Background: an optimization exercise with open tools, aiming at small area, a short achievable clock period and few clock cycles per item. Do not read the settings as production practice. RTL that was checked went through simulation tests only; none was proved equivalent to the original.

==> inputs of run a <==
## fm_lpr_fir
module fm_lpr_fir (
    input  logic        clock,
    input  logic        reset,
    input  logic [31:0] x_in,
    output logic        x_rd_en,
    input  logic        x_empty,
    output logic [31:0] y_out,
    input  logic        y_out_full,
    output logic        y_wr_en
);
fir fir_lpr_inst (
    .clock(clock),
    .reset(reset),
    .x_in(x_in),
    .x_rd_en(x_rd_en),
    .x_empty(x_empty),
    .y_out(y_out),
    .y_out_full(y_out_full),
    .y_wr_en(y_wr_en)
);
endmodule
==> flow/config.mk <==
export PLATFORM = sky130hd
export DESIGN_NAME = fm_lpr_fir
export DESIGN_NICKNAME = fm_lpr_fir
export VERILOG_FILES = /design/flow/design.v
export SDC_FILE = /design/flow/constraint.sdc
export NUM_CORES = 4
export LEC_CHECK = 0
export ABC_CLOCK_PERIOD_IN_PS = 4000
export CAP_MARGIN = 20
export CORE_MARGIN = 2
export CORE_UTILIZATION = 40
export SLEW_MARGIN = 20
==> flow/constraint.sdc <==
create_clock -name core_clock -period 12.0 [get_ports {clock}]
set_input_delay 2.4000 -clock core_clock [delete_from_list [all_inputs] [get_ports {clock}]]
set_output_delay 2.4000 -clock core_clock [all_outputs]
set_load 0.01 [all_outputs]
standard.sh (not shown) runs the stock make flow with config.mk's settings and CLKGATE_MAP_FILE= SYNTH_SCRIPT=/design/flow/synth_recipe.tcl, a recipe that flattens the netlist after the stock synthesis.
==> flow/flow/run.sh <==
#!/bin/bash
# Standard layout, with faster port buffers and timing repair aimed below the clock period.
set -euo pipefail
bash standard.sh \
  BUFFER_PORTS_ARGS="-buffer_cell sky130_fd_sc_hd__buf_4" \
  SETUP_SLACK_MARGIN=6.9 \
  finish > flow_make.log 2>&1
==> run b: changes against run a <==
--- a/flow/design.v
+++ b/flow/design.v
@@ -1,7 +1,25 @@
+function automatic logic [32:0] add32(input logic [31:0] a, input logic [31:0] b, input logic cin);
+    logic [31:0] g, p, t;
+    g = a & b;
+    p = a ^ b;
+    t = p;
+    g[0] = g[0] | (p[0] & cin);
+    for (int l = 0; l < 5; l++)
+        for (int i = (2 << l) - 1; i < 32; i += (2 << l)) begin
+            g[i] = g[i] | (t[i] & g[i - (1 << l)]);
+            t[i] = t[i] & t[i - (1 << l)];
+        end
+    for (int l = 3; l >= 0; l--)
+        for (int i = (3 << l) - 1; i < 32; i += (2 << l)) begin
+            g[i] = g[i] | (t[i] & g[i - (1 << l)]);
+            t[i] = t[i] & t[i - (1 << l)];
+        end
+    add32 = {g[31], p ^ {g[30:0], cin}};
+endfunction
 module fir_lane_add #(parameter bit NEGC = 1'b0) (
     input  logic [27:0] a,
     input  logic [6:1] acs,
     input  logic        ac10,
     input  logic        arnd,
     input  logic        acor,
     input  logic [31:0] sa,
@@ -112,21 +130,22 @@
     input  logic        x_empty,
     output logic [31:0] y_out,
     input  logic        y_out_full,
     output logic        y_wr_en
 );
 logic [31:0] x;           
 logic [31:0] y;           
-logic        xv;          
 logic [2:0]  cnt;         
 logic [20:0] sel;
 logic        sh;          
 logic        ov;          
 logic [27:0] yreg;
 logic        rd;
+logic [32:0] y_in;
+assign y_in = add32(x_in, {x_in[30:0], 1'b0}, 1'b0);
 assign rd = x_rd_en & ~x_empty;
 assign x_rd_en = ~(ov & (cnt == 3'd7));
 assign y_wr_en = ov & ~y_out_full;
 assign y_out = {{4{yreg[27]}}, yreg};
 logic nz0, nz1, nz2, sp0, sp1;
 assign nz0 = |x[9:0];
 assign nz1 = |x[8:0];
@@ -147,64 +166,64 @@
     | ({32{sel[6]}} & (x << 4));
 assign sa0 = s0_0;
 assign sb0 = s0_1;
 assign nz0l = (sel[7] & nz0) | (sel[1] & nz1) | (sel[8] & nz2);
 logic [31:0] s1_0;
 logic [31:0] s1_1;
 logic [31:0] s1_2;
-assign s1_0 = ({32{sel[3]}} & (y << 0))
-    | ({32{sel[9]}} & (~x << 1))
-    | ({32{sel[2]}} & (~y << 0));
-assign s1_1 = ({32{sel[0]}} & (x << 6))
-    | ({32{sel[10]}} & ((x << 9) | 32'd2))
-    | ({32{sel[11]}} & ((x << 8) | 32'd1))
-    | ({32{sel[6]}} & ((x << 8) | 32'd5))
+assign s1_0 = ({32{sel[0]}} & (x << 6))
+    | ({32{sel[9]}} & ((x << 9) | 32'd2))
+    | ({32{sel[10]}} & (y << 5))
+    | ({32{sel[6]}} & (~x << 2))
     | ({32{sel[8]}} & (x << 7))
-    | ({32{sel[12]}} & ((x << 6) | 32'd2))
-    | ({32{sel[13]}} & 32'd1);
-assign s1_2 = ({32{sel[14]}} & (x << 9))
+    | ({32{sel[11]}} & ((x << 6) | 32'd2))
+    | ({32{sel[12]}} & 32'd1);
+assign s1_1 = ({32{sel[13]}} & (x << 9))
     | ({32{sel[1]}} & (x << 4))
     | ({32{sel[5]}} & ((y << 7) | 32'd2))
-    | ({32{sel[11]}} & (y << 5))
-    | ({32{sel[6]}} & (~x << 2))
-    | ({32{sel[15]}} & (y << 3));
+    | ({32{sel[10]}} & ((x << 8) | 32'd1))
+    | ({32{sel[6]}} & ((x << 8) | 32'd5))
+    | ({32{sel[14]}} & (y << 3));
+assign s1_2 = ({32{sel[3]}} & (y << 0))
+    | ({32{sel[15]}} & (~x << 1))
+    | ({32{sel[2]}} & (~y << 0));
 assign sa1 = s1_0 ^ s1_1 ^ s1_2;
 assign sb1 = {(s1_0[30:0] & s1_1[30:0]) | (s1_0[30:0] & s1_2[30:0]) | (s1_1[30:0] & s1_2[30:0]), 1'b0};
-assign nz1l = (sel[16] & nz0) | (sel[9] & nz1);
-assign sp1l = (sel[16] & sp0) | (sel[9] & sp1);
+assign nz1l = (sel[16] & nz0) | (sel[15] & nz1);
+assign sp1l = (sel[16] & sp0) | (sel[15] & sp1);
 logic [31:0] s2_0;
 logic [31:0] s2_1;
 logic [31:0] s2_2;
-assign s2_0 = ({32{sel[17]}} & (~y << 0))
-    | ({32{sel[18]}} & (~x << 1))
-    | ({32{sel[19]}} & (y << 0));
-assign s2_1 = ({32{sel[14]}} & 32'd1)
-    | ({32{sel[10]}} & ((x << 6) | 32'd2))
+assign s2_0 = ({32{sel[13]}} & 32'd1)
+    | ({32{sel[9]}} & ((x << 6) | 32'd2))
     | ({32{sel[5]}} & (x << 7))
-    | ({32{sel[11]}} & ((x << 8) | 32'd5))
-    | ({32{sel[6]}} & ((x << 8) | 32'd1))
-    | ({32{sel[15]}} & (x << 6))
-    | ({32{sel[12]}} & ((x << 9) | 32'd2));
-assign s2_2 = ({32{sel[0]}} & (y << 3))
-    | ({32{sel[1]}} & (x << 4))
-    | ({32{sel[11]}} & (~x << 2))
+    | ({32{sel[10]}} & (~x << 2))
     | ({32{sel[6]}} & (y << 5))
+    | ({32{sel[14]}} & (x << 6))
+    | ({32{sel[11]}} & ((x << 9) | 32'd2));
+assign s2_1 = ({32{sel[0]}} & (y << 3))
+    | ({32{sel[1]}} & (x << 4))
+    | ({32{sel[10]}} & ((x << 8) | 32'd5))
+    | ({32{sel[6]}} & ((x << 8) | 32'd1))
     | ({32{sel[8]}} & ((y << 7) | 32'd2))
-    | ({32{sel[13]}} & (x << 9));
+    | ({32{sel[12]}} & (x << 9));
+assign s2_2 = ({32{sel[17]}} & (~y << 0))
+    | ({32{sel[18]}} & (~x << 1))
+    | ({32{sel[19]}} & (y << 0));
 assign sa2 = s2_0 ^ s2_1 ^ s2_2;
 assign sb2 = {(s2_0[30:0] & s2_1[30:0]) | (s2_0[30:0] & s2_2[30:0]) | (s2_1[30:0] & s2_2[30:0]), 1'b0};
 assign nz2l = (sel[7] & nz0) | (sel[18] & nz1);
 assign sp2l = (sel[7] & sp0) | (sel[18] & sp1);
 logic [31:0] s3_0;
 logic [31:0] s3_1;
 assign s3_0 = ({32{sel[17]}} & (y << 0))
     | ({32{sel[1]}} & (y << 1))
-    | ({32{sel[15]}} & (x << 0));
+    | ({32{sel[14]}} & (x << 0));
 assign s3_1 = ({32{sel[19]}} & (y << 2))
-    | ({32{sel[11]}} & (x << 4))
+    | ({32{sel[10]}} & (x << 4))
     | ({32{sel[20]}} & (y << 3))
     | ({32{sel[8]}} & (x << 5));
 assign sa3 = s3_0;
 assign sb3 = s3_1;
 assign nz3l = (sel[16] & nz0) | (sel[1] & nz1) | (sel[5] & nz2);
 logic [27:0] acc  [4];
 logic [6:1]  accs [4];
@@ -241,68 +260,64 @@
 fir_lane_add #(1'b1) l3 (.a(ina[3]), .acs(incs[3]), .ac10(inc10[3]), .arnd(inrnd[3]), .acor(incor[3]),
     .sa(sa3), .sb(sb3), .nz(nz3l), .sp(1'b0),
     .n(nxa[3]), .ncs(nxcs[3]), .nc10(nxc10[3]), .nrnd(nxrnd[3]), .ncor(nxcor[3]));
 logic [27:0] fin;
 assign fin = acc[0] + ((28'(arnd[0]) << 0) | (28'(accs[0][1]) << 4) | (28'(accs[0][2]) << 8) | (28'(accs[0][3]) << 12) | (28'(accs[0][4]) << 16) | (28'(accs[0][5]) << 20) | (28'(acor[0]) << 22) | (28'(accs[0][6]) << 24)) + 28'(ac10[0]);
 always_ff @(posedge clock or posedge reset) begin
     if (reset) begin
-        x <= '0;
-        y <= '0;
-        xv <= 1'b0;
         cnt <= '0;
-        sel <= 21'b000110100000010001001;
+        sel <= 21'b000000000000000000000;
         sh <= 1'b0;
         ov <= 1'b0;
         for (int m = 0; m < 4; m++) begin
             acc[m] <= '0;
             accs[m] <= '0;
         end
         ac10 <= '0;
         arnd <= '0;
         acor <= '0;
     end else begin
-        x <= rd ? x_in : 32'd0;
-        y <= rd ? x_in + {x_in[30:0], 1'b0} : 32'd0;
-        xv <= rd;
         if (rd) begin
             cnt <= cnt + 3'd1;
         end
-        sel[0] <= (cnt == 3'd0) | (cnt == 3'd2);
-        sel[1] <= (cnt == 3'd1) | (cnt == 3'd6);
-        sel[2] <= (cnt == 3'd3) | (cnt == 3'd4) | (cnt == 3'd7);
-        sel[3] <= (cnt == 3'd0) | (cnt == 3'd5);
-        sel[4] <= (cnt == 3'd1) | (cnt == 3'd3);
-        sel[5] <= (cnt == 3'd2);
-        sel[6] <= (cnt == 3'd4);
-        sel[7] <= (cnt == 3'd0) | (cnt == 3'd2) | (cnt == 3'd3) | (cnt == 3'd4) | (cnt == 3'd7);
-        sel[8] <= (cnt == 3'd5);
-        sel[9] <= (cnt == 3'd1) | (cnt == 3'd2) | (cnt == 3'd6);
-        sel[10] <= (cnt == 3'd1);
-        sel[11] <= (cnt == 3'd3);
-        sel[12] <= (cnt == 3'd6);
-        sel[13] <= (cnt == 3'd7);
-        sel[14] <= (cnt == 3'd0);
-        sel[15] <= (cnt == 3'd5) | (cnt == 3'd7);
-        sel[16] <= (cnt == 3'd0) | (cnt == 3'd3) | (cnt == 3'd4) | (cnt == 3'd5) | (cnt == 3'd7);
-        sel[17] <= (cnt == 3'd0) | (cnt == 3'd3) | (cnt == 3'd4);
-        sel[18] <= (cnt == 3'd1) | (cnt == 3'd5) | (cnt == 3'd6);
-        sel[19] <= (cnt == 3'd2) | (cnt == 3'd7);
-        sel[20] <= (cnt == 3'd4) | (cnt == 3'd6);
-        sh <= xv & sel[13];
+        sel[0] <= rd & ((cnt == 3'd0) | (cnt == 3'd2));
+        sel[1] <= rd & ((cnt == 3'd1) | (cnt == 3'd6));
+        sel[2] <= rd & ((cnt == 3'd3) | (cnt == 3'd4) | (cnt == 3'd7));
+        sel[3] <= rd & ((cnt == 3'd0) | (cnt == 3'd5));
+        sel[4] <= rd & ((cnt == 3'd1) | (cnt == 3'd3));
+        sel[5] <= rd & ((cnt == 3'd2));
+        sel[6] <= rd & ((cnt == 3'd4));
+        sel[7] <= rd & ((cnt == 3'd0) | (cnt == 3'd2) | (cnt == 3'd3) | (cnt == 3'd4) | (cnt == 3'd7));
+        sel[8] <= rd & ((cnt == 3'd5));
+        sel[9] <= rd & ((cnt == 3'd1));
+        sel[10] <= rd & ((cnt == 3'd3));
+        sel[11] <= rd & ((cnt == 3'd6));
+        sel[12] <= rd & ((cnt == 3'd7));
+        sel[13] <= rd & ((cnt == 3'd0));
+        sel[14] <= rd & ((cnt == 3'd5) | (cnt == 3'd7));
+        sel[15] <= rd & ((cnt == 3'd1) | (cnt == 3'd2) | (cnt == 3'd6));
+        sel[16] <= rd & ((cnt == 3'd0) | (cnt == 3'd3) | (cnt == 3'd4) | (cnt == 3'd5) | (cnt == 3'd7));
+        sel[17] <= rd & ((cnt == 3'd0) | (cnt == 3'd3) | (cnt == 3'd4));
+        sel[18] <= rd & ((cnt == 3'd1) | (cnt == 3'd5) | (cnt == 3'd6));
+        sel[19] <= rd & ((cnt == 3'd2) | (cnt == 3'd7));
+        sel[20] <= rd & ((cnt == 3'd4) | (cnt == 3'd6));
+        sh <= sel[12];
         ov <= sh | (ov & y_out_full);
         for (int m = 0; m < 4; m++) begin
             acc[m] <= nxa[m];
             accs[m] <= nxcs[m];
         end
         ac10 <= nxc10;
         arnd <= nxrnd;
         acor <= nxcor;
     end
 end
 always_ff @(posedge clock) begin
+    x <= x_in;
+    y <= y_in[31:0];
     if (sh) yreg <= fin;
 end
 endmodule
 module fm_lpr_fir (
     input  logic        clock,
     input  logic        reset,
     input  logic [31:0] x_in,
==> flow/flow/run.sh (replaced) <==
#!/bin/bash
# Standard layout, with faster port buffers and timing repair aimed below the clock period.
set -euo pipefail
bash standard.sh \
  BUFFER_PORTS_ARGS="-buffer_cell sky130_fd_sc_hd__buf_2" \
  SETUP_SLACK_MARGIN=6.9 \
  finish > flow_make.log 2>&1
Settings changed: CORE_UTILIZATION 40 to 50, CTS_BUF_LIST set to sky130_fd_sc_hd__clkbuf_4 sky130_fd_sc_hd__clkbuf_8, CTS_CLUSTER_SIZE set to 20.
==> run summary <==
|  | run b | run a |
|---|---|---|
| Endpoint, Worst Hold | fir_lpr_inst.ov$_DFF_PP0_ | fir_lpr_inst.sh$_DFF_PP0_ |
| Share of flip-flops with an asynchronous set or reset after synthesis | 65.66% | 89.47% |
| Layout Cells excl Fill | 3,168 | 3,598 |
| Share of the synthesized netlist area taken by xor and xnor gates | 2.826% | 2.878% |
| Topmost layer with routed signal wires | met5 | met4 |
| Detailed-route wire length | 79.81 mm | 86.85 mm |
| Pre-CTS WS | 6576 ps | 6783 ps |
| Post-layout min period | 5121 ps | 5117 ps |
| Outcome | no timing/DRC/antenna violations | no timing/DRC/antenna violations |
| Fmax achieved | 195.3 MHz | 195.4 MHz |
| Slack of the worst reg-to-reg path | 7050 ps | 7020 ps |
| Area of the die | 51,390 sq um | 67,480 sq um |
| Worst Min Path Start | fir_lpr_inst.ov$_DFF_PP0_ | fir_lpr_inst.xv$_DFF_PP0_ |
| Amount of wire on met2 after detailed routing | 33.53 mm | 37.08 mm |
| Via density per instance | 6.380 | 6.037 |
| Post-Syn Area per Cell | 9.863 sq um | 9.253 sq um |
| Max stage delay cell, worst path | sky130_fd_sc_hd__buf_2 | sky130_fd_sc_hd__buf_4 |
| Antenna violations before repair | 2 | 0 |
| Total GRT Usage | 31.87% | 25.74% |
| Post-CTS resize count | 2 | 4 |
Testbench counts of run a, summed over its fixed seeds: cycles 32,792, items 4,096.
Only the layout flow was run in run b; the RTL was not checked for function there.

---

==> onyx <==
fm_lpr_fir, a different RTL version from the one above (not shown whole).
clock: 12.0 ns
lec_check: 0
abc_clock_period_in_ps: 4000
cap_margin: 20
core_margin: 2
core_utilization: 50
cts_buf_list: sky130_fd_sc_hd__clkbuf_4 sky130_fd_sc_hd__clkbuf_8
cts_cluster_size: 20
slew_margin: 20
==> flow/flow/run.sh <==
#!/bin/bash
# Standard layout, with faster port buffers and timing repair aimed below the clock period.
set -euo pipefail
bash standard.sh \
  BUFFER_PORTS_ARGS="-buffer_cell sky130_fd_sc_hd__buf_2" \
  SETUP_SLACK_MARGIN=6.9 \
  finish > flow_make.log 2>&1
==> xenon: changes against onyx <==
--- a/flow/design.v
+++ b/flow/design.v
@@ -1,25 +1,7 @@
-function automatic logic [32:0] add32(input logic [31:0] a, input logic [31:0] b, input logic cin);
-    logic [31:0] g, p, t;
-    g = a & b;
-    p = a ^ b;
-    t = p;
-    g[0] = g[0] | (p[0] & cin);
-    for (int l = 0; l < 5; l++)
-        for (int i = (2 << l) - 1; i < 32; i += (2 << l)) begin
-            g[i] = g[i] | (t[i] & g[i - (1 << l)]);
-            t[i] = t[i] & t[i - (1 << l)];
-        end
-    for (int l = 3; l >= 0; l--)
-        for (int i = (3 << l) - 1; i < 32; i += (2 << l)) begin
-            g[i] = g[i] | (t[i] & g[i - (1 << l)]);
-            t[i] = t[i] & t[i - (1 << l)];
-        end
-    add32 = {g[31], p ^ {g[30:0], cin}};
-endfunction
 module fir_lane_add #(parameter bit NEGC = 1'b0) (
     input  logic [27:0] a,
     input  logic [6:1] acs,
     input  logic        ac10,
     input  logic        arnd,
     input  logic        acor,
     input  logic [31:0] sa,
@@ -137,16 +119,14 @@
 logic        xv;          
 logic [2:0]  cnt;         
 logic [20:0] sel;
 logic        sh;          
 logic        ov;          
 logic [27:0] yreg;
 logic        rd;
-logic [32:0] y_in;
-assign y_in = add32(x_in, {x_in[30:0], 1'b0}, 1'b0);
 assign rd = x_rd_en & ~x_empty;
 assign x_rd_en = ~(ov & (cnt == 3'd7));
 assign y_wr_en = ov & ~y_out_full;
 assign y_out = {{4{yreg[27]}}, yreg};
 logic nz0, nz1, nz2, sp0, sp1;
 assign nz0 = |x[9:0];
 assign nz1 = |x[8:0];
@@ -277,15 +257,15 @@
             accs[m] <= '0;
         end
         ac10 <= '0;
         arnd <= '0;
         acor <= '0;
     end else begin
         x <= rd ? x_in : 32'd0;
-        y <= rd ? y_in[31:0] : 32'd0;
+        y <= rd ? x_in + {x_in[30:0], 1'b0} : 32'd0;
         xv <= rd;
         if (rd) begin
             cnt <= cnt + 3'd1;
         end
         sel[0] <= (cnt == 3'd0) | (cnt == 3'd2);
         sel[1] <= (cnt == 3'd1) | (cnt == 3'd6);
         sel[2] <= (cnt == 3'd3) | (cnt == 3'd4) | (cnt == 3'd7);
==> flow/flow/run.sh (replaced) <==
#!/bin/bash
# Standard layout, with faster port buffers and timing repair aimed below the clock period.
set -euo pipefail
bash standard.sh \
  BUFFER_PORTS_ARGS="-buffer_cell sky130_fd_sc_hd__buf_4" \
  SETUP_SLACK_MARGIN=6.9 \
  finish > flow_make.log 2>&1
==> flow/config.mk (replaced) <==
export PLATFORM = sky130hd
export DESIGN_NAME = fm_lpr_fir
export DESIGN_NICKNAME = fm_lpr_fir
export VERILOG_FILES = /design/flow/design.v
export SDC_FILE = /design/flow/constraint.sdc
export NUM_CORES = 4
export LEC_CHECK = 0
export ABC_CLOCK_PERIOD_IN_PS = 4000
export CAP_MARGIN = 20
export CORE_MARGIN = 2
export CORE_UTILIZATION = 50
export SLEW_MARGIN = 20
==> comparison table <==
| metric | onyx | xenon |
|---|---|---|
| Tightest Pin Transition | 1.17 ns | 1.11 ns |
| Area of the multi-input gates | 16800 um^2 | 17300 um^2 |
| Count of non-CTS buffers in the layout | 105 | 103 |
| Routed via count divided by cell count | 6.21 | 6.43 |
| Multi-input gates | 1902 | 2018 |
| Initial cell density of the core | 0.503 | 0.508 |
| Number of iterations in the first detailed-routing pass | 8 | 6 |
| Final Non-Filler Cells | 3353 | 3434 |
| Time the final worst path needs with I/O delays and setup | 5.13 ns | 5.09 ns |
| Number of global-route vias before repair | 21193 | 22507 |
| Met2 Resource Use GR | 0.459 | 0.481 |
| Postcts setup bufs | 1 | 0 |
| Data arrival time of the critical path | 2.73 ns | 2.69 ns |
| Fraction of final layout cells sized beyond drive strength 1 | 0.117 | 0.0992 |
| Run status | complete, no violations | complete, no violations |
| Met3 routed wirelength | 9110 um | 10300 um |
| Final routed wire length divided by cell count | 24.5 um | 25.2 um |
Testbench counts of xenon, summed over its fixed seeds: cycles 32,792, items 4,096.
Only the layout flow was run in onyx; the RTL was not checked for function there.

## static timing again, ports no longer ideal
The results above use ideal ports. As a check the final layouts listed here were re-extracted and re-timed, cells and wires unchanged.
Step 1, drivers: a clkbuf_16 drives clock and a buf_2 each remaining input, both assumed.
Step 2 times the ports against the registers' clock, not the clock port: input delays grow and output delays shrink by t, the midpoint of the rising clock arrivals with the driver on.
a / b / c = ideal ports / drivers / drivers and shift; a / b = the first two.
run	t (ns)	setup WS [ns]	cell pins on the clock port's net
run a	0.653	6.883 / 6.849 / 6.849	1
run b	0.712	6.879 / 6.848 / 6.585	1
onyx	0.703	6.869 / 6.838 / 6.838	1
xenon	0.607	6.906 / 6.873 / 6.873	1
After both steps setup and hold are still met in every run listed. For run b, which loses most, drivers alone change the setup slack by -0.031 ns; drivers and shift together by -0.294 ns.
